Context: an optimization exercise on an open-source flow, tuned for small area, a short achievable clock period and few clock cycles. The choices shown serve that exercise and are no tape-out recipe.
Where RTL was checked, it was by simulation tests only, not by an equivalence proof against the original.
The RTL of run 3 was laid out without a check of its function.
Power is estimated from default activity; no workload was simulated.

==> design/flow/flow/run.sh <==
#!/bin/bash
# Standard layout, with fast input/output buffers, sizing not tied to the cell
# footprint, and adders left to ABC (no full/half-adder cell extraction).
set -euo pipefail
bash standard.sh MATCH_CELL_FOOTPRINT=0 "BUFFER_PORTS_ARGS=-buffer_cell sky130_fd_sc_hd__buf_2" ADDER_MAP_FILE= finish > standard_flow.log 2>&1
==> design/flow/standard.sh <==
#!/bin/bash
# synth_recipe.tcl (not shown) runs the flow's synth.tcl, then flattens the netlist and writes it again
# the make line also repeats each setting of config.mk as NAME=value (left out here)
make -C /OpenROAD-flow-scripts/flow DESIGN_CONFIG=/design/flow/config.mk WORK_HOME=/design/flow/orfs CLKGATE_MAP_FILE= SYNTH_SCRIPT=/design/flow/synth_recipe.tcl "${@:-finish}"
==> design/flow/config.mk <==
export PLATFORM = sky130hd
export DESIGN_NAME = top_module
export DESIGN_NICKNAME = top_module
export VERILOG_FILES = /design/flow/design.v
export SDC_FILE = /design/flow/constraint.sdc
export NUM_CORES = 4
export LEC_CHECK = 0
export ABC_AREA = 1
export CAP_MARGIN = 20
export CORE_MARGIN = 2
export CORE_UTILIZATION = 50
export PLACE_DENSITY = 0.65
export SETUP_SLACK_MARGIN = 1.1
export SLEW_MARGIN = 20
==> design/flow/constraint.sdc <==
create_clock -name core_clock -period 5.0 [get_ports {clk}]
set_input_delay 1.0000 -clock core_clock [delete_from_list [all_inputs] [get_ports {clk}]]
set_output_delay 1.0000 -clock core_clock [all_outputs]
set_load 0.01 [all_outputs]
==> design/flow/design.v <==
`timescale 1ns / 1ps
module top_module(ans,sign,overflow,car,done,a,b,con,start,clk,rst);
    input [7:0] a;
    input [7:0] b;
    input [2:0] con;
    input start;
    input clk;
    input rst;
    output sign;
    output reg car,overflow,done;
    output [15:0] ans;
    function [10:0] add10;
        input [9:0] x;
        input [9:0] y;
        input       ci;
        reg   [9:0] g, p, gg, pp, gn, pn;
        integer k, l;
        begin
            g = x & y;
            p = x ^ y;
            g[0] = g[0] | (p[0] & ci);
            gg = g;
            pp = p;
            for (l = 1; l < 16; l = l * 2) begin
                gn = gg;
                pn = pp;
                for (k = 0; k < 10; k = k + 1)
                    if ((k / l) % 2 == 1) begin
                        gn[k] = gg[k] | (pp[k] & gg[(k / l) * l - 1]);
                        pn[k] = pp[k] & pp[(k / l) * l - 1];
                    end
                gg = gn;
                pp = pn;
            end
            add10 = {gg[9], p ^ {gg[8:0], ci}};
        end
    endfunction
    reg [15:0] R;       
    reg [7:0]  X;       
    reg [9:0]  Z;       
    reg [2:0]  cnt;     
    reg        c_neg;   
    reg        sa;      
    reg        mbusy, dbusy;
    reg        mflag;   
    assign ans = R;
    assign sign = mflag ? R[15] : R[7];
    wire idle = ~mbusy & ~dbusy;
    wire is_add = (con == 3'b000);
    wire is_sub = (con == 3'b001);
    wire is_mul = (con == 3'b010);
    wire is_div = (con == 3'b011);
    wire is_and = (con == 3'b100);
    wire is_or  = (con == 3'b101);
    wire is_not = (con == 3'b110);
    wire is_xor = (con == 3'b111);
    wire arith  = is_add | is_sub;
    wire [7:0]  bx  = b ^ {8{is_sub}};
    wire [9:0]  ain = is_mul ? {{2{a[7]}}, a} : {2'b00, a};
    wire [9:0]  bin = is_mul ? {a[7], a, 1'b0} : {2'b00, bx};
    wire [10:0] sumc = add10(ain, bin, is_sub);
    wire [9:0]  sum = sumc[9:0];
    wire        ov  = (a[7] == bx[7]) && (sum[7] != a[7]);
    function [7:0] mthermo;
        input [7:0] x;
        integer k;
        begin
            for (k = 0; k < 8; k = k + 1)
                mthermo[k] = x[7] ? ~((&((x >> k) | (8'hff << (8 - k)))) & (|(x << (8 - k))))
                                  : |(x >> k);
        end
    endfunction
    wire [7:0] ta = mthermo(a);
    wire [7:0] tb = mthermo(b);
    wire [7:0] u  = ta & ~tb;
    wire       qzero = |(tb & ~ta);
    wire       bzero = (b == 8'd0);
    wire [7:1] ge;
    genvar g;
    generate
        for (g = 1; g < 8; g = g + 1) begin : run
            assign ge[g] = |(u & (u >> (g - 1)));
        end
    endgenerate
    wire [2:0] sh;
    assign sh[2] = ge[4];
    assign sh[1] = (ge[2] & ~ge[4]) | ge[6];
    assign sh[0] = (ge[1] & ~ge[2]) | (ge[3] & ~ge[4]) | (ge[5] & ~ge[6]) | ge[7];
    wire       dsign = a[7] ^ b[7];    
    wire       dfill = ~dsign;
    wire [7:0] bq  = b ^ {8{dfill}};
    wire [8:0] d1  = sh[2] ? {bq[4:0], {4{dfill}}} : {bq[7], bq};
    wire [8:0] d2  = sh[1] ? {d1[6:0], {2{dfill}}} : d1;
    wire [8:0] dal = sh[0] ? {d2[7:0], dfill} : d2;
    wire [7:0] dz_lo = a[7] ? ((a == 8'h80) ? 8'h02 : 8'h01) : 8'hff;
    wire [9:0] a1  = {{2{a[7]}}, a};
    wire [9:0] a2  = {a[7], a, 1'b0};
    wire [9:0] m0  = b[1] ? (b[0] ? sum : a2) : (b[0] ? a1 : 10'd0);
    wire [7:0] cap_lo = ({8{arith}}  & sum[7:0])
                      | ({8{is_and}} & (a & b))
                      | ({8{is_or}}  & (a | b))
                      | ({8{is_not}} & ~b)
                      | ({8{is_xor}} & (a ^ b))
                      | ({8{is_mul}} & {m0[1:0], b[7:2]})
                      | ({8{is_div & bzero}} & dz_lo);
    wire [7:0] cap_hi = ({8{is_div}} & a) | ({8{is_mul}} & m0[9:2]);
    function [9:0] booth;
        input [7:0] m;
        input [2:0] d;
        reg one, two;
        begin
            one = d[1] ^ d[0];
            two = (d[2] & ~d[1] & ~d[0]) | (~d[2] & d[1] & d[0]);
            booth = (({10{one}} & {{2{m[7]}}, m}) | ({10{two}} & {m[7], m, 1'b0}))
                  ^ {10{d[2]}};
        end
    endfunction
    wire [9:0] p    = {{2{R[15]}}, R[15:8]};
    wire [10:0] yc  = add10(p, Z, c_neg);
    wire [9:0] y    = yc[9:0];
    wire       yz   = c_neg ? (&(p ^ Z)) : ((p ^ Z) == {p[8:0] | Z[8:0], 1'b0});
    wire       qb   = sa ? (y[9] | yz) : ~y[9];
    reg  [7:0] qm1;
    reg        nz;
    integer    i;
    always @* begin
        nz = 1'b0;
        for (i = 0; i < 8; i = i + 1) begin
            qm1[i] = R[i] ^ ~nz;
            nz = nz | R[i];
        end
    end
    wire [7:0] qn   = qb ? {(c_neg ? R[6:0] : qm1[6:0]), 1'b1} : {R[6:0], 1'b0};
    wire [7:0] rn   = qb ? y[7:0] : R[15:8];
    wire [7:0] xn   = idle ? a : X;
    wire [2:0] dn   = idle ? {b[3:2], 1'b0} : R[3:1];
    wire [9:0] zmul = booth(xn, dn);
    wire [15:0] mulv = {y, R[7:2]};
    wire [15:0] divv = {rn, qn};
    wire        last = (cnt == 3'd0);
    always @(posedge clk) begin
        R <= ({16{mbusy}} & mulv) | ({16{dbusy}} & divv) | ({16{idle}} & {cap_hi, cap_lo});
        if (idle)
            mflag <= is_mul;
        car <= idle & arith & sum[8];
        overflow <= idle & arith & ov;
        cnt <= idle ? (is_mul ? 3'd2 : sh[2:0]) : cnt - 3'd1;
        X <= xn;
        if (dbusy) begin
            Z <= {Z[9], Z[9:1]};
        end else if (mbusy | is_mul) begin
            Z <= zmul;
            c_neg <= dn[2];
        end else begin
            Z <= {dal[8], dal};
            c_neg <= ~dsign;
        end
        if (idle)
            sa <= a[7];
        done <= ~rst & ((idle & start & ~is_mul & ~(is_div & ~bzero & ~qzero))
                        | (~idle & last));
        if (rst) begin
            mbusy <= 1'b0;
            dbusy <= 1'b0;
        end else if (idle) begin
            mbusy <= start & is_mul;
            dbusy <= start & is_div & ~bzero & ~qzero;
        end else if (last) begin
            mbusy <= 1'b0;
            dbusy <= 1'b0;
        end
    end
endmodule
==> results of run 1 <==
power breakdown:
group	switching [W]	internal (W)	leakage, nW
clock	0.000142	0.0000996	0.0445
combinational	0.000496	0.000247	2.51
sequential	0.0000677	0.000419	0.386
total	0.000706	0.000766	2.94
worst max-delay path: stages:
cell     delay, ps
buf_2          220
inv_1          440
nand2_1        100
nand4_1        110
nand2_1        100
inv_1           90
nor2_1          50
nand2_1         90
nand2_2         70
nor2_4         280
nand2_2        190
nand2_4        140
nand2_1        110
nand3_1        100
nand3_1         80
a21oi_1        150
routing by layer:
layer	GRT usage, %	part of all wire [%]	wire, microns
met5	0	0	0
met4	9.184	3.0	544
met3	3.753	8.2	1489
met2	53.84	46	8398
met1	43.40	43	7784
cells by family (layout without fill, tap and decap cells):
logic type	Yosys count	count (layout)	share of synthesized area, %
buf+inv	146	168	11.83
simple gates	558	558	47.91
xor+xnor	22	22	3.756
compound gates	166	166	18.85
flops	45	45	17.65
flip-flops by register name, indices dropped and copies added, names as in the netlist, 3 cells and up:
register and cells:
Z 10, R 16, cnt 3, X 8
final timing paths:
check        start   end  slack, ps  cells past startpoint
min           X[3]  X[3]        490                      2
max reg2reg  c_neg  R[4]       2340                     17
min reg2reg   X[3]  X[3]        490                      2
max           b[0]  Z[2]       1900                     16
through the flow:
stage          hold slack [ps]  setup slack, ps  utilization [%]
4_1_cts                  488.8             1942            54.45
5_1_grt                  518.3             1581            54.45
3_5_place_dp             464.9             1634            53.58
2_1_floorplan            431.9             2307                -
3_3_place_gp             463.6             1673            53.58
6_report                 494.0             1899            54.45
layout by cell type, fill, tap and decap left out, drive strengths merged, types with 3 or more instances in the layout:
master / instances
a211oi: 7
a21oi: 45
a22oi: 14
buf: 43
clkbuf: 5
dfxtp: 41
edfxtp: 4
inv: 117
nand2: 326
nand3: 86
nand3b: 6
nand4: 10
nor2: 107
nor3: 13
o2111ai: 6
o211ai: 6
o21ai: 57
o21bai: 5
o22ai: 17
or2: 6
xnor2: 3
xor2: 19
final cells by class:
type                            instances  area, sq um  share of cell area [%]
Multi-Input combinational cell        746         3759                   66.86
Sequential cell                        45        940.9                   16.74
Inverter                              117        441.7                   7.857
Timing Repair Buffer                   43        220.2                   3.917
Tap cell                              136        170.2                   3.027
Clock buffer                            5        68.82                   1.224
Clock inverter                          3        21.27                  0.3784
==> flow_metrics.env, run 1 <==
export IMPL_synthFlopType="dfxtp_1"
export IMPL_clk_latency_ps=310
export IMPL_final_setup_skew_ps=8.479
export IMPL_worst_path_max_fanout=15
export IMPL_min_delay_path_class="register to register"
export IMPL_io_buffer_count=41
export IMPL_netlist_area_sq_mm=0.005330
export IMPL_hold_viol=0
export IMPL_synth_area_leaders="nand2_1 21%, dfxtp_1 15%, nand3_1 7.4%, inv_1 7.4%, nor2_1 6.0%"
export IMPL_floorplan_initialDensity_pct=51.63
export IMPL_ctsHoldBuffers=0
export IMPL_place_area_sq_mm=0.005532
export IMPL_post_synth_most_frequent_cells="305 x nand2_1, 105 x inv_1, 85 x nor2_1"
export IMPL_drt_initial_drc_count=577
export IMPL_synthesis_instances=937
export IMPL_overall_via_count_from_detail_route=6323
export IMPL_worst_ep_required_time_ps=5230
export IMPL_clock_tree_htree_level_count=2
export IMPL_drv_max_cap_violation_count=0
export IMPL_antennaDiodeCount=0
export IMPL_yosysTopAreaCell="nand2_1"
export IMPL_nNetsFinal=980
export IMPL_clk_path_buf_depth=2
export IMPL_powerDensity_mw_per_mm2=261.8
export IMPL_place_inst=1087
export IMPL_clkSlewWorstSetupHoldPaths_ps=90
export IMPL_final_min_period_over_clock_period_pct=62.03
export IMPL_grt_setup_unrepaired="no"
export IMPL_die_area_sq_mm=0.01150
export IMPL_grt_overflow_total=0
export IMPL_wire_per_inst_microns=16.64
export IMPL_drt_vias_per_instance=5.774
export IMPL_wl_microns=18220
export IMPL_path_class="input port to register"
export IMPL_areaGrowthSynthToFinish_pct=5.469
export IMPL_num_rows=37
export IMPL_timing_setup_tns_ps=0
export IMPL_summed_area_of_non_filler_cells_in_the_final_layout_sq_mm=0.005622
export IMPL_synth_most_common_cell="nand2_1"
export IMPL_grt_pass1_wl_microns=29310
export IMPL_drt_pass1_iterations=5
export IMPL_postCtsResizedCells=0
export IMPL_netlist_cell_type_count=52
export IMPL_setup_violations=0
export IMPL_syn_num_nets=959
export IMPL_gpl_final_weighted_congestion=1.032
export IMPL_final_max_slew_viol_count=0
export IMPL_ys_seq_elements=45
export IMPL_finish_cell_count_without_fillers=1095
export IMPL_tritoncts="built"
export IMPL_drc=0
export IMPL_floorplan_core_area_sq_mm=0.01032
export IMPL_final_antenna_net_count=0
export IMPL_avgSynthCellArea_sq_um=5.688
export IMPL_grt_usage_pct=32.13
export IMPL_async_reset_ff_share_pct=0
export IMPL_final_period_minus_worst_setup_slack_ps=3101
export IMPL_drive_gt1_share_pct=12.93
export IMPL_die_h_microns=107.3
export IMPL_dieWidth_microns=107.3
export IMPL_synth_top_area_share_pct=21.48
export IMPL_estimated_wirelength_of_the_detail_placed_design_microns=14230
export IMPL_syn_warnings=1
export IMPL_io_pins=42
export IMPL_pin_count_of_the_biggest_net_entering_global_routing=27
export IMPL_initial_antenna_violation_count=0
export IMPL_power_leakage_nw=2.936
export IMPL_crit_path_start_kind="input port"
export IMPL_outcome="no timing/DRC/antenna violations"
export IMPL_critical_path_endpoint_type="register"
export IMPL_clock_fmax_ghz=0.3224
export IMPL_cell_at_the_root_of_the_clock_tree="clkbuf_8"
export IMPL_max_slew_margin_rel_pct=39.09
export IMPL_design_power_total_w=0.001472
export IMPL_first_global_vias=5745
export IMPL_max_vdd_ir_drop_v=0.0001466
export IMPL_post_cts_setup_inserts=0
export IMPL_tritoncts_num_sinks=45
export IMPL_numCtsBuffers=5
export IMPL_tightest_slew_ps=890.6
export IMPL_layout_filler_cells=1094
export IMPL_yosysSeqAreaShare_pct=17.65
export IMPL_synth_edf_count=4
export IMPL_critical_path_arrival_ps=3340
Testbench counts, summed over its fixed seeds: cycles 4,866.
==> run 2, diff against run 1 <==
--- a/design/flow/config.mk
+++ b/design/flow/config.mk
@@ -10,5 +10,5 @@
 export CORE_MARGIN = 2
 export CORE_UTILIZATION = 50
 export PLACE_DENSITY = 0.65
-export SETUP_SLACK_MARGIN = 1.1
+export SETUP_SLACK_MARGIN = 2.0
 export SLEW_MARGIN = 20
==> flow_metrics.env, run 2 <==
export IMPL_drive_gt1_share_pct=15.76
export IMPL_place_inst=1087
export IMPL_overall_via_count_from_detail_route=6410
export IMPL_synth_edf_count=4
export IMPL_tritoncts="built"
export IMPL_numCtsBuffers=5
export IMPL_clk_latency_ps=310
export IMPL_path_cells="buf_2 > inv_2 > nor2_4 > nand2_8 > clkinvlp_4 > nand2_1 > nand3_1 > nand2_1 > nor2_1 > nor2_1 > nand2_2 > nand2_1 > nand2_1 > nand2_1 > nand3_1 > nand2_1 > nand2_1 > nand2_1 > nand2_1"
export IMPL_final_setup_skew_ps=7.750
export IMPL_avgSynthCellArea_sq_um=5.688
export IMPL_cpMaxStageDelayCell="clkinvlp_4"
export IMPL_critical_path_arrival_ps=3060
export IMPL_powerDensity_mw_per_mm2=254.3
export IMPL_place_area_sq_mm=0.005532
export IMPL_syn_warnings=1
export IMPL_grt_overflow_total=0
export IMPL_ys_seq_elements=45
export IMPL_worst_path_max_fanout=26
export IMPL_hold_viol=0
export IMPL_timing_setup_tns_ps=0
export IMPL_synthFlopType="dfxtp_1"
export IMPL_async_reset_ff_share_pct=0
export IMPL_worstPathBufferInverterCount=3
export IMPL_max_vdd_ir_drop_v=0.0001461
export IMPL_antennaDiodeCount=0
export IMPL_critical_path_endpoint_type="register"
export IMPL_post_synth_most_frequent_cells="305 x nand2_1, 105 x inv_1, 85 x nor2_1"
export IMPL_min_delay_path_class="register to register"
export IMPL_drt_pass1_iterations=7
export IMPL_clock_fmax_ghz=0.3509
export IMPL_netlist_area_sq_mm=0.005330
export IMPL_cp_common_cell="nand2_1"
export IMPL_netlist_cell_type_count=52
export IMPL_initial_antenna_violation_count=0
export IMPL_finish_cell_count_without_fillers=1113
export IMPL_worst_ep_required_time_ps=5210
export IMPL_dieWidth_microns=107.3
export IMPL_first_global_vias=5779
export IMPL_grt_pass1_wl_microns=29390
export IMPL_nNetsFinal=998
export IMPL_gpl_final_weighted_congestion=1.032
export IMPL_die_area_sq_mm=0.01150
export IMPL_path_class="input port to register"
export IMPL_final_period_minus_worst_setup_slack_ps=2850
export IMPL_grt_setup_unrepaired="yes"
export IMPL_synthesis_instances=937
export IMPL_preCtsSetupSlack_ps=1634
export IMPL_wl_microns=18520
export IMPL_synth_area_leaders="nand2_1 21%, dfxtp_1 15%, nand3_1 7.4%, inv_1 7.4%, nor2_1 6.0%"
export IMPL_areaGrowthSynthToFinish_pct=10.33
export IMPL_floorplan_initialDensity_pct=51.63
export IMPL_tightest_slew_ps=845.1
export IMPL_synth_most_common_cell="nand2_1"
export IMPL_layout_filler_cells=1080
export IMPL_crit_path_start_kind="input port"
export IMPL_layout_cells_most_common_list="304 x nand2_1, 102 x inv_1, 83 x nor2_1"
export IMPL_wire_per_inst_microns=16.64
export IMPL_yosysTopAreaCell="nand2_1"
export IMPL_setup_ws_ps=2150
export IMPL_layout_area_seq_sq_um=940.9
export IMPL_reg2reg_setup_slack_ps=2350
export IMPL_number_of_flip_flops_under_the_largest_register_name=16
export IMPL_power_leakage_nw=3.022
export IMPL_clock_tree_htree_level_count=2
export IMPL_setup_violations=0
export IMPL_layout_cells_most_common="nand2_1"
export IMPL_final_max_slew_viol_count=0
export IMPL_drt_initial_drc_count=592
export IMPL_synth_top_area_share_pct=21.48
export IMPL_io_buffer_count=41
export IMPL_cell_at_the_root_of_the_clock_tree="clkbuf_8"
export IMPL_reg_top3="R (16), Z (10), X (8)"
export IMPL_drt_vias_per_instance=5.759
export IMPL_summed_area_of_non_filler_cells_in_the_final_layout_sq_mm=0.005881
export IMPL_floorplan_core_area_sq_mm=0.01032
export IMPL_tritoncts_num_sinks=45
export IMPL_timing_critical_path_slowest_cell_delay_ps=200
export IMPL_largest_register="R"
export IMPL_final_min_period_over_clock_period_pct=57.00
export IMPL_clk_path_buf_depth=2
export IMPL_timing_hold_ws_ps=489.5
export IMPL_estimated_wirelength_of_the_detail_placed_design_microns=14230
export IMPL_io_pins=42
export IMPL_yosysSeqAreaShare_pct=17.65
export IMPL_outcome="no timing/DRC/antenna violations"
export IMPL_num_rows=37
export IMPL_die_h_microns=107.3
export IMPL_drc=0
export IMPL_max_slew_margin_rel_pct=42.20
export IMPL_syn_num_nets=959
export IMPL_final_antenna_net_count=0
export IMPL_cp_top_family="simple AND/OR/NAND/NOR gates"
export IMPL_grt_usage_pct=32.24
export IMPL_drv_max_cap_violation_count=0
export IMPL_clkSlewWorstSetupHoldPaths_ps=90
export IMPL_multi_input_logic_area_sq_mm=0.003851
export IMPL_pin_count_of_the_biggest_net_entering_global_routing=27
run 2: cell counts after synthesis:
Identical to the previous run, type by type.
run 2: layout make-up:
type | count | area share (%)
clock buffers | 5 | 1.170
clock inverters | 3 | 0.3617
inverters | 117 | 7.723
multi-input cells | 746 | 65.49
flip-flops and latches | 45 | 16.00
well taps | 136 | 2.894
repair buffers | 61 | 6.362
run 2: cells by family after synthesis:
kind of cell | Yosys count | share of synthesized area (%)
xor gates and xnor gates | 22 | 3.756
DFF | 45 | 17.65
AOI/OAI and AO/OA | 166 | 18.85
and+or+nand+nor | 558 | 47.91
buffers and inverters | 146 | 11.83
run 2: path summary, 6_finish.rpt:
path,start,to,depth (start not counted)
hold / removal,X[6],X[6],2
setup / recovery,con[1],R[11],19
hold reg to reg,X[6],X[6],2
setup reg to reg,c_neg,R[4],17
run 2: repair_timing:
item                       4_1_cts  5_1_grt
setup endpoints to repair        8       23
pin swaps                        1        3
gates cloned                     0        0
hold buffers                     0        0
resized for setup                2       33
setup buffers                    3       15
run 2: per-layer routing:
| metal | vias to the layer above | global-route usage (%) | share of wire, % |
|---|---|---|---|
| met4 | 0 | 10.11 | 3.2 |
| li1 | 3132 | - | - |
| met1 | 2921 | 43.40 | 42 |
| met3 | 50 | 3.814 | 8.2 |
| met2 | 307 | 53.75 | 47 |
| met5 | - | 0 | 0 |
run 2: stage by stage:
stage	power (W)	utilization [%]
floorplan	0.001026	-
global placement	0.001210	53.58
detailed placement	0.001220	53.58
CTS	0.001460	54.76
global route	0.001612	56.96
finish	0.001496	56.96
run 2: power breakdown:
part | internal, W | switching [W] | total, W
combinational | 0.000262 | 0.000506 | 0.000767
sequential | 0.000419 | 0.0000672 | 0.000486
clock | 0.0000995 | 0.000142 | 0.000242
run 2: worst register-to-register path: stages, from the launching register on:
cell and delay, ps:
edfxtp_1 580, inv_1 220, o21ai_1 200, nand2_2 80, nand2_1 80, nand2_1 60, nand2_1 100, nand2_1 80
nand2_2 70, nand2_2 80, nand2_1 90, nand2_2 80, nand2_2 110, nand2_2 100, nand2_4 140, inv_4 110
o21ai_0 250, o21bai_1 100
==> run 3, diff against run 2 <==
--- a/design/flow/design.v
+++ b/design/flow/design.v
@@ -72,26 +72,32 @@
     endfunction
     wire [7:0] ta = mthermo(a);
     wire [7:0] tb = mthermo(b);
-    wire [7:0] u  = ta & ~tb;
     wire       qzero = |(tb & ~ta);
     wire       bzero = (b == 8'd0);
-    wire [7:1] ge;
+    wire [8:0] oa = {ta, 1'b1} & ~{1'b0, ta};
+    wire [8:0] ob = {tb, 1'b1} & ~{1'b0, tb};
+    wire [7:0] ssel;
     genvar g;
     generate
-        for (g = 1; g < 8; g = g + 1) begin : run
-            assign ge[g] = |(u & (u >> (g - 1)));
+        for (g = 0; g < 8; g = g + 1) begin : shs
+            assign ssel[g] = |(ob[8:1] & (oa[8:1] >> g));
         end
     endgenerate
     wire [2:0] sh;
-    assign sh[2] = ge[4];
-    assign sh[1] = (ge[2] & ~ge[4]) | ge[6];
-    assign sh[0] = (ge[1] & ~ge[2]) | (ge[3] & ~ge[4]) | (ge[5] & ~ge[6]) | ge[7];
+    assign sh[2] = |ssel[7:4];
+    assign sh[1] = |{ssel[7:6], ssel[3:2]};
+    assign sh[0] = |{ssel[7], ssel[5], ssel[3], ssel[1]};
     wire       dsign = a[7] ^ b[7];    
     wire       dfill = ~dsign;
     wire [7:0] bq  = b ^ {8{dfill}};
-    wire [8:0] d1  = sh[2] ? {bq[4:0], {4{dfill}}} : {bq[7], bq};
-    wire [8:0] d2  = sh[1] ? {d1[6:0], {2{dfill}}} : d1;
-    wire [8:0] dal = sh[0] ? {d2[7:0], dfill} : d2;
+    wire [16:0] bqx = {bq[7], bq, {8{dfill}}};
+    reg  [8:0]  dal;
+    integer     j;
+    always @* begin
+        dal = 9'd0;
+        for (j = 0; j < 8; j = j + 1)
+            dal = dal | ({9{ssel[j]}} & bqx[16 - j -: 9]);
+    end
     wire [7:0] dz_lo = a[7] ? ((a == 8'h80) ? 8'h02 : 8'h01) : 8'hff;
     wire [9:0] a1  = {{2{a[7]}}, a};
     wire [9:0] a2  = {a[7], a, 1'b0};
--- a/design/flow/config.mk
+++ b/design/flow/config.mk
@@ -5,10 +5,10 @@
 export SDC_FILE = /design/flow/constraint.sdc
 export NUM_CORES = 4
 export LEC_CHECK = 0
-export ABC_AREA = 1
+export ABC_CLOCK_PERIOD_IN_PS = 2500
 export CAP_MARGIN = 20
 export CORE_MARGIN = 2
 export CORE_UTILIZATION = 50
 export PLACE_DENSITY = 0.65
-export SETUP_SLACK_MARGIN = 2.0
+export SETUP_SLACK_MARGIN = 1.1
 export SLEW_MARGIN = 20
==> flow_metrics.env, run 3 <==
export IMPL_outcome="no timing/DRC/antenna violations"
export IMPL_drv_max_cap_violation_count=0
export IMPL_synth_top_area_share_pct=14.22
export IMPL_critical_path_endpoint_type="register"
export IMPL_syn_num_nets=832
export IMPL_tightest_slew_ps=903.6
export IMPL_numCtsBuffers=5
export IMPL_ys_seq_elements=45
export IMPL_synthFlopType="dfxtp_1"
export IMPL_drt_vias_per_instance=6.985
export IMPL_antennaDiodeCount=0
export IMPL_synth_area_leaders="dfxtp_1 14%, xnor2_1 6.1%, a21oi_1 5.6%, o21ai_0 4.9%, xor2_1 4.9%"
export IMPL_floorplan_initialDensity_pct=50.97
export IMPL_preCtsSetupSlack_ps=732.8
export IMPL_pin_count_of_the_biggest_net_entering_global_routing=28
export IMPL_setup_ws_ps=1156
export IMPL_netlist_cell_type_count=90
export IMPL_tritoncts_num_sinks=45
export IMPL_dieWidth_microns=111.4
export IMPL_timing_setup_tns_ps=0
export IMPL_die_h_microns=111.4
export IMPL_post_synth_most_frequent_cells="65 x a21oi_1, 60 x nand2_1, 60 x nor2_1"
export IMPL_nNetsFinal=808
export IMPL_areaGrowthSynthToFinish_pct=5.312
export IMPL_drt_pass1_iterations=6
export IMPL_path_class="input port to register"
export IMPL_hold_viol=0
export IMPL_clock_tree_htree_level_count=2
export IMPL_power_leakage_nw=2.274
export IMPL_gpl_final_weighted_congestion=0.9828
export IMPL_grt_setup_unrepaired="no"
export IMPL_critical_path_arrival_ps=3860
export IMPL_reg_top3="R (16), Z (10), X (8)"
export IMPL_io_buffer_count=41
export IMPL_syn_warnings=1
export IMPL_largest_register="R"
export IMPL_grt_pass1_wl_microns=31440
export IMPL_netlist_area_sq_mm=0.005771
export IMPL_yosysTopAreaCell="dfxtp_1"
export IMPL_num_rows=39
export IMPL_worst_ep_required_time_ps=5020
export IMPL_drive_gt1_share_pct=12.71
export IMPL_clk_path_buf_depth=2
export IMPL_io_pins=42
export IMPL_initial_antenna_violation_count=0
export IMPL_powerDensity_mw_per_mm2=259.8
export IMPL_final_max_slew_viol_count=0
export IMPL_overall_via_count_from_detail_route=6496
export IMPL_cpMaxStageDelayCell="or4_4"
export IMPL_synthesis_instances=810
export IMPL_grt_usage_pct=30.77
export IMPL_first_global_vias=5856
export IMPL_final_setup_skew_ps=4.826
export IMPL_clock_fmax_ghz=0.2602
export IMPL_wl_microns=19800
export IMPL_grt_overflow_total=0
export IMPL_final_min_period_over_clock_period_pct=76.87
export IMPL_drc=0
export IMPL_synth_edf_count=4
export IMPL_wire_per_inst_microns=21.29
export IMPL_reg2reg_setup_slack_ps=1510
export IMPL_tritoncts="built"
export IMPL_clkSlewWorstSetupHoldPaths_ps=60
export IMPL_floorplan_core_area_sq_mm=0.01132
export IMPL_final_antenna_net_count=0
export IMPL_async_reset_ff_share_pct=0
export IMPL_die_area_sq_mm=0.01242
export IMPL_post_route_util_pct=53.68
export IMPL_max_vdd_ir_drop_v=0.0001556
export IMPL_path_cells="buf_2 > or4_4 > o31ai_4 > nand2_2 > a221o_1 > a221o_1 > a21oi_1 > o2111ai_1 > a22oi_1 > a21oi_1"
export IMPL_number_of_flip_flops_under_the_largest_register_name=16
export IMPL_worst_path_max_fanout=26
export IMPL_drt_initial_drc_count=844
export IMPL_yosysSeqAreaShare_pct=16.31
export IMPL_crit_path_start_kind="input port"
export IMPL_layout_cells_most_common_list="65 x a21oi_1, 60 x nor2_1, 58 x nand2_1"
export IMPL_estimated_wirelength_of_the_detail_placed_design_microns=14170
export IMPL_synth_most_common_cell="a21oi_1"
export IMPL_setup_violations=0
export IMPL_final_period_minus_worst_setup_slack_ps=3844
export IMPL_timing_critical_path_slowest_cell_delay_ps=630
export IMPL_layout_cells_most_common="a21oi_1"
export IMPL_clk_latency_ps=290
export IMPL_min_delay_path_class="register to register"
export IMPL_avgSynthCellArea_sq_um=7.124
export IMPL_cell_at_the_root_of_the_clock_tree="clkbuf_16"
export IMPL_max_slew_margin_rel_pct=39.76
## run 3: worst paths after layout
check,start,depth (start not counted),to
max,a[0],10,Z[9]
min,X[6],2,X[6]
max reg2reg,Z[4],9,R[1]
min reg2reg,X[6],2,X[6]
## run 3: worst max-delay path: cells and delay by family
family                 cells  cell delay [ps]
and+or+nand+nor            2              820
AOI/OAI and AO/OA          7             1780
buffers and inverters      1              260
## run 3: cell type report
class / instances / area [sq um]
Clock buffer: 8 / 146.4
Fill cell: 1125 / 5244
Inverter: 32 / 122.6
Multi-Input combinational cell: 647 / 4373
Sequential cell: 45 / 940.9
Tap cell: 143 / 178.9
Timing Repair Buffer: 55 / 315.3
## run 3: kinds of logic (layout without fill, tap and decap cells)
| kind of cell | Yosys count | in the layout | synth area share (%) |
|---|---|---|---|
| AOI/OAI and AO/OA | 310 | 310 | 37.86 |
| and+or+nand+nor | 240 | 240 | 21.66 |
| buffers and inverters | 118 | 95 | 8.825 |
| xor gates and xnor gates | 72 | 72 | 10.93 |
| DFF | 45 | 45 | 16.31 |
| muxes | 19 | 19 | 3.339 |
| adders and majority gates | 6 | 6 | 1.084 |
## run 3: metrics by stage
stage | total power (W) | hold WS (ps) | cells | instance area, sq um
CTS | 0.001556 | 497.1 | 928 | 6005
global placement | 0.001202 | 474.2 | 920 | 5856
finish | 0.001579 | 500.9 | 930 | 6077
detailed placement | 0.001212 | 480.2 | 920 | 5856
global route | 0.001670 | 537.5 | 930 | 6077
floorplan | 0.001041 | 449.0 | 810 | 5771
## run 3: timing repair
item	in CTS	in global routing
hold buffers	0	0
pin swaps	0	3
endpoints found under the setup margin	1	16
gates resized for setup	1	17
setup buffers	0	2
## run 3: per-layer routing
metal  vias up  share of wire, %  track usage, %  wire, microns
li1       3017                 -               -              -
met1      3028                43           43.63           8465
met2       409                46           49.11           9101
met3        42               9.2           4.627           1819
met4         0               2.1           7.984            416
met5         -                 0               0              0
## run 3: power by group
part           total (W)  leakage [nW]  switching, W  internal (W)
logic           0.000739          1.82      0.000446      0.000293
registers       0.000500         0.386     0.0000870      0.000413
clock network   0.000340        0.0712      0.000141      0.000200
total            0.00158          2.27      0.000673      0.000906
==> run 4, diff against run 3 <==
--- a/design/flow/design.v
+++ b/design/flow/design.v
@@ -74,30 +74,23 @@
     wire [7:0] tb = mthermo(b);
     wire       qzero = |(tb & ~ta);
     wire       bzero = (b == 8'd0);
-    wire [8:0] oa = {ta, 1'b1} & ~{1'b0, ta};
-    wire [8:0] ob = {tb, 1'b1} & ~{1'b0, tb};
-    wire [7:0] ssel;
-    genvar g;
-    generate
-        for (g = 0; g < 8; g = g + 1) begin : shs
-            assign ssel[g] = |(ob[8:1] & (oa[8:1] >> g));
+    function [2:0] t2b;
+        input [7:0] t;
+        begin
+            t2b[0] = (t[0] & ~t[1]) | (t[2] & ~t[3]) | (t[4] & ~t[5]) | (t[6] & ~t[7]);
+            t2b[1] = (t[1] & ~t[3]) | (t[5] & ~t[7]);
+            t2b[2] = t[3] & ~t[7];
         end
-    endgenerate
-    wire [2:0] sh;
-    assign sh[2] = |ssel[7:4];
-    assign sh[1] = |{ssel[7:6], ssel[3:2]};
-    assign sh[0] = |{ssel[7], ssel[5], ssel[3], ssel[1]};
+    endfunction
+    wire [2:0] la = t2b(ta);
+    wire [2:0] lb = t2b(tb);
+    wire [2:0] sh = la - lb;
     wire       dsign = a[7] ^ b[7];    
     wire       dfill = ~dsign;
     wire [7:0] bq  = b ^ {8{dfill}};
-    wire [16:0] bqx = {bq[7], bq, {8{dfill}}};
-    reg  [8:0]  dal;
-    integer     j;
-    always @* begin
-        dal = 9'd0;
-        for (j = 0; j < 8; j = j + 1)
-            dal = dal | ({9{ssel[j]}} & bqx[16 - j -: 9]);
-    end
+    wire [8:0] d1  = sh[0] ? {bq, dfill} : {bq[7], bq};
+    wire [8:0] d2  = sh[1] ? {d1[6:0], {2{dfill}}} : d1;
+    wire [8:0] dal = sh[2] ? {d2[4:0], {4{dfill}}} : d2;
     wire [7:0] dz_lo = a[7] ? ((a == 8'h80) ? 8'h02 : 8'h01) : 8'hff;
     wire [9:0] a1  = {{2{a[7]}}, a};
     wire [9:0] a2  = {a[7], a, 1'b0};
--- a/design/flow/config.mk
+++ b/design/flow/config.mk
@@ -5,7 +5,7 @@
 export SDC_FILE = /design/flow/constraint.sdc
 export NUM_CORES = 4
 export LEC_CHECK = 0
-export ABC_CLOCK_PERIOD_IN_PS = 2500
+export ABC_AREA = 1
 export CAP_MARGIN = 20
 export CORE_MARGIN = 2
 export CORE_UTILIZATION = 50
==> flow_metrics.env, run 4 <==
export IMPL_outcome="no timing/DRC/antenna violations"
export IMPL_first_global_vias=5555
export IMPL_num_rows=37
export IMPL_gpl_final_weighted_congestion=0.9682
export IMPL_tritoncts="built"
export IMPL_io_buffer_count=41
export IMPL_cell_at_the_root_of_the_clock_tree="clkbuf_8"
export IMPL_number_of_flip_flops_under_the_largest_register_name=16
export IMPL_ctsHoldBuffers=0
export IMPL_worst_r2r_startpoint="dbusy"
export IMPL_clock_fmax_ghz=0.2953
export IMPL_post_synth_most_frequent_cells="280 x nand2_1, 99 x inv_1, 84 x nor2_1"
export IMPL_reg_top3="R (16), Z (10), X (8)"
export IMPL_netlist_area_sq_mm=0.005300
export IMPL_grt_overflow_total=0
export IMPL_path_cells="nor2_2 > inv_1 > o21ai_0 > nand2_1 > nand2_1 > o21ai_1 > xor2_1 > nor2_1 > a31oi_1"
export IMPL_final_setup_skew_ps=9.239
export IMPL_clkSlewWorstSetupHoldPaths_ps=100
export IMPL_numCtsBuffers=5
export IMPL_worstPathBufferInverterCount=1
export IMPL_final_period_minus_worst_setup_slack_ps=3387
export IMPL_synthesis_instances=912
export IMPL_floorplan_initialDensity_pct=51.34
export IMPL_grt_setup_unrepaired="no"
export IMPL_reg2reg_setup_slack_ps=1610
export IMPL_drt_initial_drc_count=574
export IMPL_post_cts_setup_inserts=0
export IMPL_final_min_period_over_clock_period_pct=67.74
export IMPL_synth_edf_count=4
export IMPL_min_delay_start="X[7]"
export IMPL_finish_cell_count_without_fillers=1068
export IMPL_drt_vias_per_instance=5.713
export IMPL_hold_path_endpoint="X[7]"
export IMPL_ys_seq_elements=45
export IMPL_place_inst=1060
export IMPL_wl_microns=17470
export IMPL_drt_pass1_iterations=6
export IMPL_post_route_util_pct=53.91
export IMPL_nNetsFinal=953
export IMPL_critical_path_arrival_ps=3450
export IMPL_grt_usage_pct=30.88
export IMPL_crit_path_start_kind="register"
export IMPL_syn_num_nets=934
export IMPL_synth_top_area_share_pct=19.83
export IMPL_antennaDiodeCount=0
export IMPL_layout_filler_cells=1084
export IMPL_layout_cells_most_common_list="280 x nand2_1, 99 x inv_1, 84 x nor2_1"
export IMPL_avgSynthCellArea_sq_um=5.811
export IMPL_min_delay_path_class="register to register"
export IMPL_timing_critical_path_slowest_cell_delay_ps=740
export IMPL_overall_via_count_from_detail_route=6101
export IMPL_final_antenna_net_count=0
export IMPL_yosysSeqAreaShare_pct=17.75
export IMPL_cpMaxStageDelayCell="nor2_2"
export IMPL_floorplan_core_area_sq_mm=0.01032
export IMPL_wire_per_inst_microns=16.36
export IMPL_clock_tree_htree_level_count=2
export IMPL_io_pins=42
export IMPL_drc=0
export IMPL_areaGrowthSynthToFinish_pct=5.005
export IMPL_critical_path_endpoint_type="register"
export IMPL_die_area_sq_mm=0.01144
export IMPL_powerDensity_mw_per_mm2=300.9
export IMPL_synth_most_common_cell="nand2_1"
export IMPL_timing_hold_ws_ps=482.9
export IMPL_power_leakage_nw=2.856
export IMPL_synth_area_leaders="nand2_1 20%, dfxtp_1 15%, nand3_1 7.3%, inv_1 7.0%, nor2_1 5.9%"
export IMPL_yosysTopAreaCell="nand2_1"
export IMPL_grt_pass1_wl_microns=28060
export IMPL_async_reset_ff_share_pct=0
export IMPL_postCtsResizedCells=0
export IMPL_synthFlopType="dfxtp_1"
export IMPL_die_h_microns=107.0
export IMPL_estimated_wirelength_of_the_detail_placed_design_microns=13630
export IMPL_syn_warnings=1
export IMPL_drv_max_cap_violation_count=0
export IMPL_hold_viol=0
export IMPL_drive_gt1_share_pct=14.48
export IMPL_clk_latency_ps=310
export IMPL_path_class="register to register"
export IMPL_max_vdd_ir_drop_v=0.0001180
export IMPL_pin_count_of_the_biggest_net_entering_global_routing=28
export IMPL_max_slew_margin_rel_pct=30.39
export IMPL_final_max_slew_viol_count=0
export IMPL_worst_r2r_cell_count=9
export IMPL_cp_common_cell="nand2_1"
export IMPL_clk_path_buf_depth=2
export IMPL_tightest_slew_ps=1018
export IMPL_netlist_cell_type_count=52
export IMPL_tritoncts_num_sinks=45
export IMPL_rr_endpoint="Z[9]"
export IMPL_largest_register="R"
export IMPL_setup_violations=0
export IMPL_min_delay_path_depth=2
export IMPL_initial_antenna_violation_count=0
export IMPL_worst_ep_required_time_ps=5060
export IMPL_cp_top_family="simple AND/OR/NAND/NOR gates"
export IMPL_worst_path_max_fanout=25
export IMPL_layout_cells_most_common="nand2_1"
export IMPL_dieWidth_microns=107.0
export IMPL_timing_setup_tns_ps=0
export IMPL_critical_path_cell_count=9
[run 4: worst max-delay path by stage]
stage                 from  endpoint
floorplan             a[2]      Z[9]
global placement    con[1]      R[2]
detailed placement  con[1]     R[12]
CTS                  dbusy      Z[9]
global route         dbusy      Z[8]
finish               dbusy      Z[9]
[run 4: logic make-up (layout without fill, tap and decap cells)]
family / count (synthesis) / in the layout / synth area share (%)
AO/OA/AOI/OAI: 162 / 162 / 18.86
XOR/XNOR: 26 / 26 / 4.296
buffers and inverters: 144 / 164 / 12.06
flip-flops: 45 / 45 / 17.75
AND/OR/NAND/NOR: 535 / 535 / 47.03
[run 4: per-layer routing]
layer	track usage, %	routed length [microns]	up-vias
met5	0	0	-
met1	42.90	7830	2755
li1	-	-	3041
met2	49.95	7873	261
met4	10.85	534	0
met3	2.918	1229	44
[run 4: power by group]
| group | switching [W] | leakage, nW | internal, W |
|---|---|---|---|
| registers | 0.0000849 | 0.386 | 0.000435 |
| logic | 0.000621 | 2.43 | 0.000300 |
| clock network | 0.000134 | 0.0445 | 0.0000993 |
[run 4: worst min-delay path: cells and delay by family, from the launching register on]
family | cells | cell delay (ps)
flip-flops | 1 | 310
AO/OA/AOI/OAI | 1 | 50
buffers and inverters | 1 | 80
[run 4: area by class of cell]
type	count	area, sq um	share of cell area, %
Clock buffer	5	68.82	1.237
Clock inverter	3	21.27	0.3822
Inverter	114	431.7	7.756
Multi-Input combinational cell	723	3720	66.84
Sequential cell	45	940.9	16.91
Tap cell	136	170.2	3.058
Timing Repair Buffer	42	212.7	3.822
[run 4: stage by stage]
step / instance area (sq um) / total power, W / setup WS, ps
global route: 5565 / 0.001814 / 1348
detailed placement: 5475 / 0.001427 / 1713
finish: 5565 / 0.001675 / 1613
floorplan: 5300 / 0.001211 / 2339
CTS: 5565 / 0.001662 / 1727
global placement: 5475 / 0.001420 / 1623
Testbench counts of run 4, summed over its fixed seeds: cycles 4,866.
==> run 5, diff against run 4 <==
--- a/design/flow/config.mk
+++ b/design/flow/config.mk
@@ -10,5 +10,5 @@
 export CORE_MARGIN = 2
 export CORE_UTILIZATION = 50
 export PLACE_DENSITY = 0.65
-export SETUP_SLACK_MARGIN = 1.1
+export SETUP_SLACK_MARGIN = 2.4
 export SLEW_MARGIN = 20
==> flow_metrics.env, run 5 <==
export IMPL_ctsHoldBuffers=0
export IMPL_largest_register="R"
export IMPL_reg_top3="R (16), Z (10), X (8)"
export IMPL_crit_path_start_kind="input port"
export IMPL_tritoncts="built"
export IMPL_areaGrowthSynthToFinish_pct=38.01
export IMPL_drt_pass1_iterations=9
export IMPL_grt_pass1_wl_microns=29560
export IMPL_ys_seq_elements=45
export IMPL_timing_hold_ws_ps=485.7
export IMPL_syn_num_nets=934
export IMPL_synthFlopType="dfxtp_1"
export IMPL_pin_count_of_the_biggest_net_entering_global_routing=28
export IMPL_setup_violations=0
export IMPL_synth_edf_count=4
export IMPL_post_synth_most_frequent_cells="280 x nand2_1, 99 x inv_1, 84 x nor2_1"
export IMPL_worst_r2r_cell_count=9
export IMPL_rr_endpoint="Z[9]"
export IMPL_synth_top_family_by_area="simple AND/OR/NAND/NOR gates"
export IMPL_yosysSeqAreaShare_pct=17.75
export IMPL_tritoncts_num_sinks=45
export IMPL_reg2reg_setup_slack_ps=2570
export IMPL_worst_path_max_fanout=8
export IMPL_critical_path_endpoint_type="register"
export IMPL_grt_overflow_total=0
export IMPL_floorplan_core_area_sq_mm=0.01032
export IMPL_final_max_slew_viol_count=0
export IMPL_estimated_wirelength_of_the_detail_placed_design_microns=13720
export IMPL_io_pins=42
export IMPL_clkSlewWorstSetupHoldPaths_ps=100
export IMPL_synth_top_area_share_pct=19.83
export IMPL_synthesis_instances=912
export IMPL_clock_fmax_ghz=0.3835
export IMPL_clk_latency_ps=310
export IMPL_final_period_minus_worst_setup_slack_ps=2607
export IMPL_io_buffer_count=41
export IMPL_final_min_period_over_clock_period_pct=52.15
export IMPL_layout_cells_most_common="nand2_1"
export IMPL_async_reset_ff_share_pct=0
export IMPL_cell_at_the_root_of_the_clock_tree="clkbuf_8"
export IMPL_min_delay_path_class="register to register"
export IMPL_min_delay_start="X[2]"
export IMPL_cpMaxStageDelayCell="nor2_4"
export IMPL_number_of_flip_flops_under_the_largest_register_name=16
export IMPL_drv_max_cap_violation_count=0
export IMPL_hold_viol=0
export IMPL_wl_microns=20470
export IMPL_die_area_sq_mm=0.01144
export IMPL_clk_path_buf_depth=2
export IMPL_synth_compound_area_share_pct=18.86
export IMPL_nNetsFinal=1033
export IMPL_synth_simple_gate_area_share_pct=47.03
export IMPL_netlist_cell_type_count=52
export IMPL_final_setup_skew_ps=17.66
export IMPL_initial_antenna_violation_count=0
export IMPL_timing_critical_path_slowest_cell_delay_ps=230
export IMPL_grt_setup_unrepaired="yes"
export IMPL_hold_path_endpoint="X[2]"
export IMPL_tightest_slew_ps=701.2
export IMPL_num_rows=37
export IMPL_netlist_area_sq_mm=0.005300
export IMPL_first_global_vias=5808
export IMPL_drc=0
export IMPL_worst_ep_required_time_ps=5060
export IMPL_floorplan_initialDensity_pct=51.34
export IMPL_worst_r2r_startpoint="dbusy"
export IMPL_synth_mux_area_share_pct=0
export IMPL_yosysTopAreaCell="nand2_1"
export IMPL_avgSynthCellArea_sq_um=5.811
export IMPL_max_vdd_ir_drop_v=0.0001682
export IMPL_synthXorXnorAreaFrac_pct=4.297
export IMPL_synth_area_leaders="nand2_1 20%, dfxtp_1 15%, nand3_1 7.3%, inv_1 7.0%, nor2_1 5.9%"
export IMPL_syn_warnings=1
export IMPL_die_h_microns=107.0
export IMPL_synth_most_common_cell="nand2_1"
export IMPL_synth_fa_ha_area_share_pct=0
export IMPL_clock_tree_htree_level_count=2
export IMPL_path_cells="buf_12 > nand2_4 > nor2_4 > nand3_2 > nand2_2 > inv_2 > nand2_4 > nand4_4 > nand2_8 > nand2_4 > nand2_4 > nand4_1 > nand3_2 > a31oi_1"
export IMPL_timing_setup_tns_ps=0
export IMPL_drt_vias_per_instance=5.863
export IMPL_final_antenna_net_count=0
export IMPL_cp_common_cell="nand2_4"
export IMPL_overall_via_count_from_detail_route=6731
export IMPL_path_class="input port to register"
export IMPL_drt_initial_drc_count=846
export IMPL_gpl_final_weighted_congestion=0.9888
export IMPL_critical_path_arrival_ps=2670
export IMPL_drive_gt1_share_pct=34.19
export IMPL_power_leakage_nw=3.542
export IMPL_min_delay_path_depth=2
export IMPL_dieWidth_microns=107.0
export IMPL_powerDensity_mw_per_mm2=264.3
export IMPL_outcome="no timing/DRC/antenna violations"
export IMPL_grt_usage_pct=32.55
export IMPL_antennaDiodeCount=0
export IMPL_wire_per_inst_microns=17.83
export IMPL_numCtsBuffers=5
export IMPL_layout_cells_most_common_list="223 x nand2_1, 88 x inv_1, 75 x nor2_1"
export IMPL_max_slew_margin_rel_pct=53.13
## run 5: worst max path at each step
stage,from,end,slack [ps]
finish,b[6],Z[9],2390
global placement,dbusy,Z[9],1510
global route,b[7],Z[3],2280
floorplan,a[2],Z[9],2350
CTS,con[1],R[11],2330
detailed placement,dbusy,Z[9],1470
## run 5: layer usage
| layer | GRT usage (%) | vias up | routed length (microns) |
|---|---|---|---|
| met5 | 0 | - | 0 |
| met2 | 53.55 | 355 | 9764 |
| met3 | 3.891 | 68 | 1713 |
| met4 | 10.11 | 0 | 646 |
| met1 | 44.50 | 3092 | 8350 |
| li1 | - | 3216 | - |
## run 5: where the power goes
| part | switching, W | internal, W | leakage (nW) |
|---|---|---|---|
| Combinational | 0.000743 | 0.000432 | 3.11 |
| Clock | 0.000139 | 0.000101 | 0.0447 |
| Sequential | 0.0000826 | 0.000435 | 0.388 |
| Total | 0.000965 | 0.000968 | 3.54 |
## run 5: timing repair
action | in CTS | in global routing
hold endpoints to repair | 0 | 0
gates cloned | 6 | 1
pin swaps | 22 | 92
gates resized for setup | 72 | 230
setup endpoints to repair | 31 | 27
setup buffers | 20 | 54
## run 5: stage by stage
stage | util, % | power [W] | setup WS, ps | cells | instance area (sq um)
finish | 70.85 | 0.001933 | 2393 | 1148 | 7315
CTS | 58.70 | 0.001733 | 2328 | 1093 | 6060
detailed placement | 53.35 | 0.001436 | 1474 | 1059 | 5508
floorplan | - | 0.001220 | 2352 | 912 | 5350
global route | 70.85 | 0.002068 | 2278 | 1148 | 7315
global placement | 53.35 | 0.001423 | 1511 | 1059 | 5508
## run 5: final cells by class
cell class / count / area [sq um]
Tap cell: 136 / 170.2
Clock buffer: 5 / 68.82
Timing Repair Buffer: 115 / 1062
Inverter: 114 / 509.2
Clock inverter: 3 / 25.02
Sequential cell: 45 / 947.2
Multi-Input combinational cell: 730 / 4532
Fill cell: 844 / 3009
## run 5: worst max-delay path, delay by kind of cell
| kind | cells | cell delay [ps] |
|---|---|---|
| AO/OA/AOI/OAI | 1 | 80 |
| AND/OR/NAND/NOR | 11 | 1420 |
| buffers and inverters | 2 | 170 |
## run 5: cell families (layout without fill, tap and decap cells)
logic type | after synthesis | after routing
flops | 45 | 45
buf+inv | 144 | 237
compound gates | 162 | 162
xor+xnor | 26 | 26
simple gates | 535 | 542
==> run 6, diff against run 5 <==
--- a/design/flow/config.mk
+++ b/design/flow/config.mk
@@ -10,5 +10,5 @@
 export CORE_MARGIN = 2
 export CORE_UTILIZATION = 50
 export PLACE_DENSITY = 0.65
-export SETUP_SLACK_MARGIN = 2.4
+export SETUP_SLACK_MARGIN = 2.2
 export SLEW_MARGIN = 20
==> flow_metrics.env, run 6 <==
export IMPL_reg2reg_setup_slack_ps=2460
export IMPL_synth_edf_count=4
export IMPL_synthFlopType="dfxtp_1"
export IMPL_grt_overflow_total=0
export IMPL_drc=0
export IMPL_estimated_wirelength_of_the_detail_placed_design_microns=13630
export IMPL_setup_violations=0
export IMPL_tritoncts="built"
export IMPL_place_inst=1060
export IMPL_final_max_slew_viol_count=0
export IMPL_outcome="no timing/DRC/antenna violations"
export IMPL_crit_path_start_kind="input port"
export IMPL_layout_cells_most_common_list="275 x nand2_1, 95 x inv_1, 82 x nor2_1"
export IMPL_nNetsFinal=975
export IMPL_timing_setup_tns_ps=0
export IMPL_die_h_microns=107.0
export IMPL_areaGrowthSynthToFinish_pct=12.09
export IMPL_number_of_flip_flops_under_the_largest_register_name=16
export IMPL_numCtsBuffers=5
export IMPL_synth_top_area_share_pct=19.83
export IMPL_first_global_vias=5558
export IMPL_ctsHoldBuffers=0
export IMPL_clock_tree_htree_level_count=2
export IMPL_netlist_area_sq_mm=0.005300
export IMPL_final_period_minus_worst_setup_slack_ps=2701
export IMPL_final_antenna_net_count=0
export IMPL_dieWidth_microns=107.0
export IMPL_syn_warnings=1
export IMPL_floorplan_initialDensity_pct=51.34
export IMPL_worst_r2r_startpoint="c_neg"
export IMPL_final_min_period_over_clock_period_pct=54.03
export IMPL_min_delay_path_class="register to register"
export IMPL_largest_register="R"
export IMPL_grt_pass1_wl_microns=28150
export IMPL_clkSlewWorstSetupHoldPaths_ps=100
export IMPL_num_rows=37
export IMPL_avgSynthCellArea_sq_um=5.811
export IMPL_worst_r2r_cell_count=19
export IMPL_critical_path_endpoint_type="register"
export IMPL_async_reset_ff_share_pct=0
export IMPL_pin_count_of_the_biggest_net_entering_global_routing=28
export IMPL_max_vdd_ir_drop_v=0.0001195
export IMPL_netlist_cell_type_count=52
export IMPL_antennaDiodeCount=0
export IMPL_synth_area_leaders="nand2_1 20%, dfxtp_1 15%, nand3_1 7.3%, inv_1 7.0%, nor2_1 5.9%"
export IMPL_drt_pass1_iterations=5
export IMPL_drv_max_cap_violation_count=0
export IMPL_final_setup_skew_ps=14.18
export IMPL_clk_path_buf_depth=2
export IMPL_clock_fmax_ghz=0.3702
export IMPL_io_buffer_count=41
export IMPL_yosysSeqAreaShare_pct=17.75
export IMPL_min_delay_start="X[7]"
export IMPL_clk_latency_ps=310
export IMPL_critical_path_arrival_ps=2960
export IMPL_rr_endpoint="R[12]"
export IMPL_syn_num_nets=934
export IMPL_power_leakage_nw=2.971
export IMPL_finish_cell_count_without_fillers=1090
export IMPL_drt_initial_drc_count=684
export IMPL_hold_viol=0
export IMPL_floorplan_core_area_sq_mm=0.01032
export IMPL_min_delay_path_depth=2
export IMPL_worst_ep_required_time_ps=5260
export IMPL_tightest_slew_ps=935.8
export IMPL_synth_most_common_cell="nand2_1"
export IMPL_gpl_final_weighted_congestion=0.9682
export IMPL_drt_vias_per_instance=5.722
export IMPL_max_slew_margin_rel_pct=36.00
export IMPL_grt_usage_pct=31.02
export IMPL_drive_gt1_share_pct=18.55
export IMPL_path_class="input port to register"
export IMPL_ys_seq_elements=45
export IMPL_overall_via_count_from_detail_route=6237
export IMPL_cell_at_the_root_of_the_clock_tree="clkbuf_8"
export IMPL_yosysTopAreaCell="nand2_1"
export IMPL_hold_path_endpoint="X[7]"
export IMPL_powerDensity_mw_per_mm2=292.7
export IMPL_post_synth_most_frequent_cells="280 x nand2_1, 99 x inv_1, 84 x nor2_1"
export IMPL_layout_cells_most_common="nand2_1"
export IMPL_initial_antenna_violation_count=0
export IMPL_die_area_sq_mm=0.01144
export IMPL_wire_per_inst_microns=16.83
export IMPL_reg_top3="R (16), Z (10), X (8)"
export IMPL_io_pins=42
export IMPL_tritoncts_num_sinks=45
export IMPL_wl_microns=18350
export IMPL_worst_path_max_fanout=9
export IMPL_synthesis_instances=912
export IMPL_layout_filler_cells=1050
export IMPL_grt_setup_unrepaired="yes"
-- run 6: metrics by stage --
step / hold WS, ps / total power (W) / setup WS, ps / cell area [sq um] / util, %
floorplan: 434.5 / 0.001211 / 2339 / 5300 / -
global placement: 463.6 / 0.001420 / 1623 / 5475 / 53.04
finish: 477.7 / 0.001739 / 2299 / 5941 / 57.54
global route: 506.2 / 0.001871 / 2096 / 5941 / 57.54
detailed placement: 456.5 / 0.001427 / 1713 / 5475 / 53.04
CTS: 478.0 / 0.001666 / 2203 / 5599 / 54.24
-- run 6: per-layer routing --
layer	track usage (%)	wire length, microns	up-vias
met5	0	0	-
met4	10.67	508	0
met3	2.979	1542	41
met2	50.05	8323	291
met1	43.27	7975	2815
li1	-	-	3090
-- run 6: area by class of cell --
type / instances / area (sq um) / area share, %
flip-flops and latches: 45 / 942.2 / 15.86
well taps: 136 / 170.2 / 2.864
multi-input cells: 727 / 3880 / 65.31
repair buffers: 59 / 382.9 / 6.445
clock inverters: 3 / 21.27 / 0.3580
repair inverters: 1 / 5.005 / 0.08425
clock buffers: 5 / 68.82 / 1.158
inverters: 114 / 470.5 / 7.919
-- run 6: worst max-delay path by stage --
stage | cells after the start | to | slack [ps] | startpoint
final | 17 | Z[2] | 2300 | b[6]
after global routing | 17 | R[13] | 2100 | con[2]
after global placement | 9 | R[2] | 1620 | con[1]
after floorplan | 15 | Z[9] | 2340 | a[2]
after detailed placement | 17 | R[12] | 1710 | con[1]
after CTS | 18 | Z[0] | 2200 | a[3]
-- run 6: cell families after synthesis --
group	synth area share [%]
and+or+nand+nor	47.03
buffers and inverters	12.06
AOI/OAI and AO/OA	18.86
xor gates and xnor gates	4.296
DFF	17.75
-- run 6: critical path, cell delays in order --
cell and delay [ps]:
clkbuf_4 190, nor2_4 170, inv_2 60, nor2_4 150
nand3_2 140, nand2_2 130, nand4_4 130, nand2_4 150
buf_12 120, nand2_8 60, nand2_1 130, nand2_1 70
nand2_1 80, nand3_1 100, nand2_1 70, nand2_1 70
a21oi_2 120
-- run 6: what timing repair did --
item	CTS	global route
gates cloned	0	5
pin swaps	0	15
resized for setup	9	53
setup endpoints to repair	21	26
buffers inserted	1	16
-- run 6: power by group --
group / leakage (nW) / internal (W) / switching (W)
combinational: 2.54 / 0.000331 / 0.000649
clock: 0.0445 / 0.0000995 / 0.000140
sequential: 0.386 / 0.000435 / 0.0000842
total: 2.97 / 0.000866 / 0.000873
==> run 7, diff against run 6 <==
--- a/design/flow/config.mk
+++ b/design/flow/config.mk
@@ -10,5 +10,5 @@
 export CORE_MARGIN = 2
 export CORE_UTILIZATION = 50
 export PLACE_DENSITY = 0.65
-export SETUP_SLACK_MARGIN = 2.2
+export SETUP_SLACK_MARGIN = 1.8
 export SLEW_MARGIN = 20
==> flow_metrics.env, run 7 <==
export IMPL_hold_viol=0
export IMPL_pin_count_of_the_biggest_net_entering_global_routing=28
export IMPL_topRoutingLayerUsed="met4"
export IMPL_grt_pass1_wl_microns=28050
export IMPL_drt_vias_per_instance=5.713
export IMPL_die_h_microns=107.0
export IMPL_critical_path_arrival_ps=3210
export IMPL_layout_cells_most_common="nand2_1"
export IMPL_max_slew_margin_rel_pct=33.24
export IMPL_synthFlopType="dfxtp_1"
export IMPL_yosysTopAreaCell="nand2_1"
export IMPL_final_max_slew_viol_count=0
export IMPL_ys_seq_elements=45
export IMPL_grt_usage_pct=30.88
export IMPL_ctsHoldBuffers=0
export IMPL_io_buffer_count=41
export IMPL_min_delay_path_class="register to register"
export IMPL_die_area_sq_mm=0.01144
export IMPL_place_inst=1060
export IMPL_finish_cell_count_without_fillers=1068
export IMPL_clkSlewWorstSetupHoldPaths_ps=100
export IMPL_dieWidth_microns=107.0
export IMPL_cell_at_the_root_of_the_clock_tree="clkbuf_8"
export IMPL_setup_worst_path_start="a[7]"
export IMPL_min_delay_path_depth=2
export IMPL_timing_setup_tns_ps=0
export IMPL_tightest_slew_ps=976.2
export IMPL_drt_initial_drc_count=584
export IMPL_synth_area_leaders="nand2_1 20%, dfxtp_1 15%, nand3_1 7.3%, inv_1 7.0%, nor2_1 5.9%"
export IMPL_outcome="no timing/DRC/antenna violations"
export IMPL_powerDensity_mw_per_mm2=300.8
export IMPL_layout_cells_most_common_list="280 x nand2_1, 99 x inv_1, 84 x nor2_1"
export IMPL_clk_latency_ps=310
export IMPL_dr_wl_met3_microns=1251
export IMPL_power_leakage_nw=2.865
export IMPL_num_rows=37
export IMPL_netlist_cell_type_count=52
export IMPL_tritoncts="built"
export IMPL_worst_ep_required_time_ps=5250
export IMPL_overall_via_count_from_detail_route=6102
export IMPL_met2RoutedLength_microns=7895
export IMPL_syn_warnings=1
export IMPL_final_min_period_over_clock_period_pct=59.22
export IMPL_drive_gt1_share_pct=14.59
export IMPL_setup_violations=0
export IMPL_initial_antenna_violation_count=0
export IMPL_max_vdd_ir_drop_v=0.0001177
export IMPL_drv_max_cap_violation_count=0
export IMPL_wire_per_inst_microns=16.32
export IMPL_antennaDiodeCount=0
export IMPL_critical_path_endpoint_type="register"
export IMPL_largest_register="R"
export IMPL_worst_path_max_fanout=13
export IMPL_grt_setup_unrepaired="no"
export IMPL_path_class="input port to register"
export IMPL_areaGrowthSynthToFinish_pct=5.217
export IMPL_avgSynthCellArea_sq_um=5.811
export IMPL_floorplan_initialDensity_pct=51.34
export IMPL_min_delay_start="X[7]"
export IMPL_clock_tree_htree_level_count=2
export IMPL_final_period_minus_worst_setup_slack_ps=2961
export IMPL_worst_r2r_startpoint="mbusy"
export IMPL_post_synth_most_frequent_cells="280 x nand2_1, 99 x inv_1, 84 x nor2_1"
export IMPL_yosysSeqAreaShare_pct=17.75
export IMPL_io_pins=42
export IMPL_synth_top_area_share_pct=19.83
export IMPL_wl_microns=17430
export IMPL_synth_edf_count=4
export IMPL_number_of_flip_flops_under_the_largest_register_name=16
export IMPL_clk_path_buf_depth=2
export IMPL_drc=0
export IMPL_gpl_final_weighted_congestion=0.9682
export IMPL_drt_pass1_iterations=7
export IMPL_synth_most_common_cell="nand2_1"
export IMPL_nNetsFinal=953
export IMPL_crit_path_start_kind="input port"
export IMPL_floorplan_core_area_sq_mm=0.01032
export IMPL_synthesis_instances=912
export IMPL_worst_r2r_cell_count=9
export IMPL_final_antenna_net_count=0
export IMPL_clock_fmax_ghz=0.3377
export IMPL_reg_top3="R (16), Z (10), X (8)"
export IMPL_async_reset_ff_share_pct=0
export IMPL_numCtsBuffers=5
export IMPL_tritoncts_num_sinks=45
export IMPL_grt_overflow_total=0
export IMPL_first_global_vias=5554
export IMPL_routedLengthMet1_microns=7786
export IMPL_syn_num_nets=934
export IMPL_estimated_wirelength_of_the_detail_placed_design_microns=13630
export IMPL_final_setup_skew_ps=9.296
export IMPL_netlist_area_sq_mm=0.005300
-- run 7: cell counts after synthesis --
No cell type changed its count.
-- run 7: area by class of cell --
class,instances,area (sq um)
Clock inverter,3,21.27
Fill cell,1086,4747
Timing Repair Buffer,42,212.7
Clock buffer,5,68.82
Inverter,114,431.7
Multi-Input combinational cell,723,3730
Sequential cell,45,942.2
Tap cell,136,170.2
-- run 7: timing repair --
action / CTS / global route
buffers inserted: 0 / 0
resized for setup: 1 / 2
gates cloned: 0 / 0
endpoints found under the setup margin: 6 / 13
-- run 7: through the flow --
step	total power (W)	hold slack, ps	setup slack [ps]	utilization, %	area [sq um]
floorplan	0.001211	434.5	2339	-	5300
global placement	0.001420	463.6	1623	53.04	5475
detailed placement	0.001427	456.5	1713	53.04	5475
CTS	0.001663	478.0	1922	53.96	5570
global route	0.001815	506.2	1811	54.02	5577
finish	0.001677	486.1	2039	54.02	5577
-- run 7: cells by family (layout without fill, tap and decap cells) --
family	Yosys count	count (layout)	share of synthesized area, %
AND/OR/NAND/NOR	535	535	47.03
AO/OA/AOI/OAI	162	162	18.86
buffers and inverters	144	164	12.06
flip-flops	45	45	17.75
XOR/XNOR	26	26	4.296
-- run 7: path summary, 6_finish.rpt --
path,endpoint,slack (ps)
min,X[7],490
max,Z[0],2040
max reg2reg,Z[9],2210
min reg2reg,X[7],490
-- run 7: layer usage --
layer,global-route usage [%],vias to the layer above
met5,0,-
met4,10.85,0
met3,2.918,39
met2,50.00,250
met1,42.86,2780
li1,-,3033
-- run 7: report_power, final --
group / total [W] / switching [W] / internal, W
Combinational: 0.000922 / 0.000621 / 0.000300
Sequential: 0.000520 / 0.0000844 / 0.000435
Clock: 0.000236 / 0.000137 / 0.0000994
Total: 0.00168 / 0.000842 / 0.000835
-- run 7: worst max-delay path, stage by stage --
cell and delay, ps:
buf_2 300, nand2_1 160, nor2_2 200, inv_1 60, nand3_1 130, inv_1 70, nand2_1 120, nand2_2 90
nand3_4 80, nand2_1 60, nand3_1 90, nand2_2 190, inv_2 180, nand2_2 80, nand2_1 70, nand2_1 50
nand2_1 60, nand2_1 70, a21oi_2 120

## port drivers added, routing unchanged
How much do the figures lean on ideal ports? The routed layouts below were timed once more, with nothing changed but the port constraints.
Step 1 assumes that a clkbuf_16 drives the clock port and a buf_2 every other input.
Step 2, shift: input delay + t, output delay - t, t = (earliest + latest rising clock arrival at the registers) / 2. This alone moves slack from input paths to output paths.
Slacks: ideal ports / drivers / drivers and shift; pairs: ideal ports / drivers.
run | t (ns) | setup WS [ns] | hold slack, ns
run 1 | 0.332 | 1.899 / 1.905 / 1.573 | 0.494 / 0.494 / 0.494
run 2 | 0.337 | 2.150 / 2.151 / 1.814 | 0.489 / 0.489 / 0.489
run 3 | 0.324 | 1.156 / 1.170 / 0.847 | 0.501 / 0.501 / 0.501
run 4 | 0.336 | 1.613 / 1.613 / 1.605 | 0.483 / 0.483 / 0.483
run 5 | 0.340 | 2.393 / 2.364 / 2.024 | 0.486 / 0.486 / 0.486
run 6 | 0.341 | 2.299 / 2.303 / 1.962 | 0.478 / 0.478 / 0.478
run 7 | 0.338 | 2.039 / 2.044 / 1.706 | 0.486 / 0.486 / 0.486
After both steps setup and hold are still met in every run listed. For run 5, which loses most, drivers alone change the setup slack by -0.029 ns; drivers and shift together by -0.369 ns.
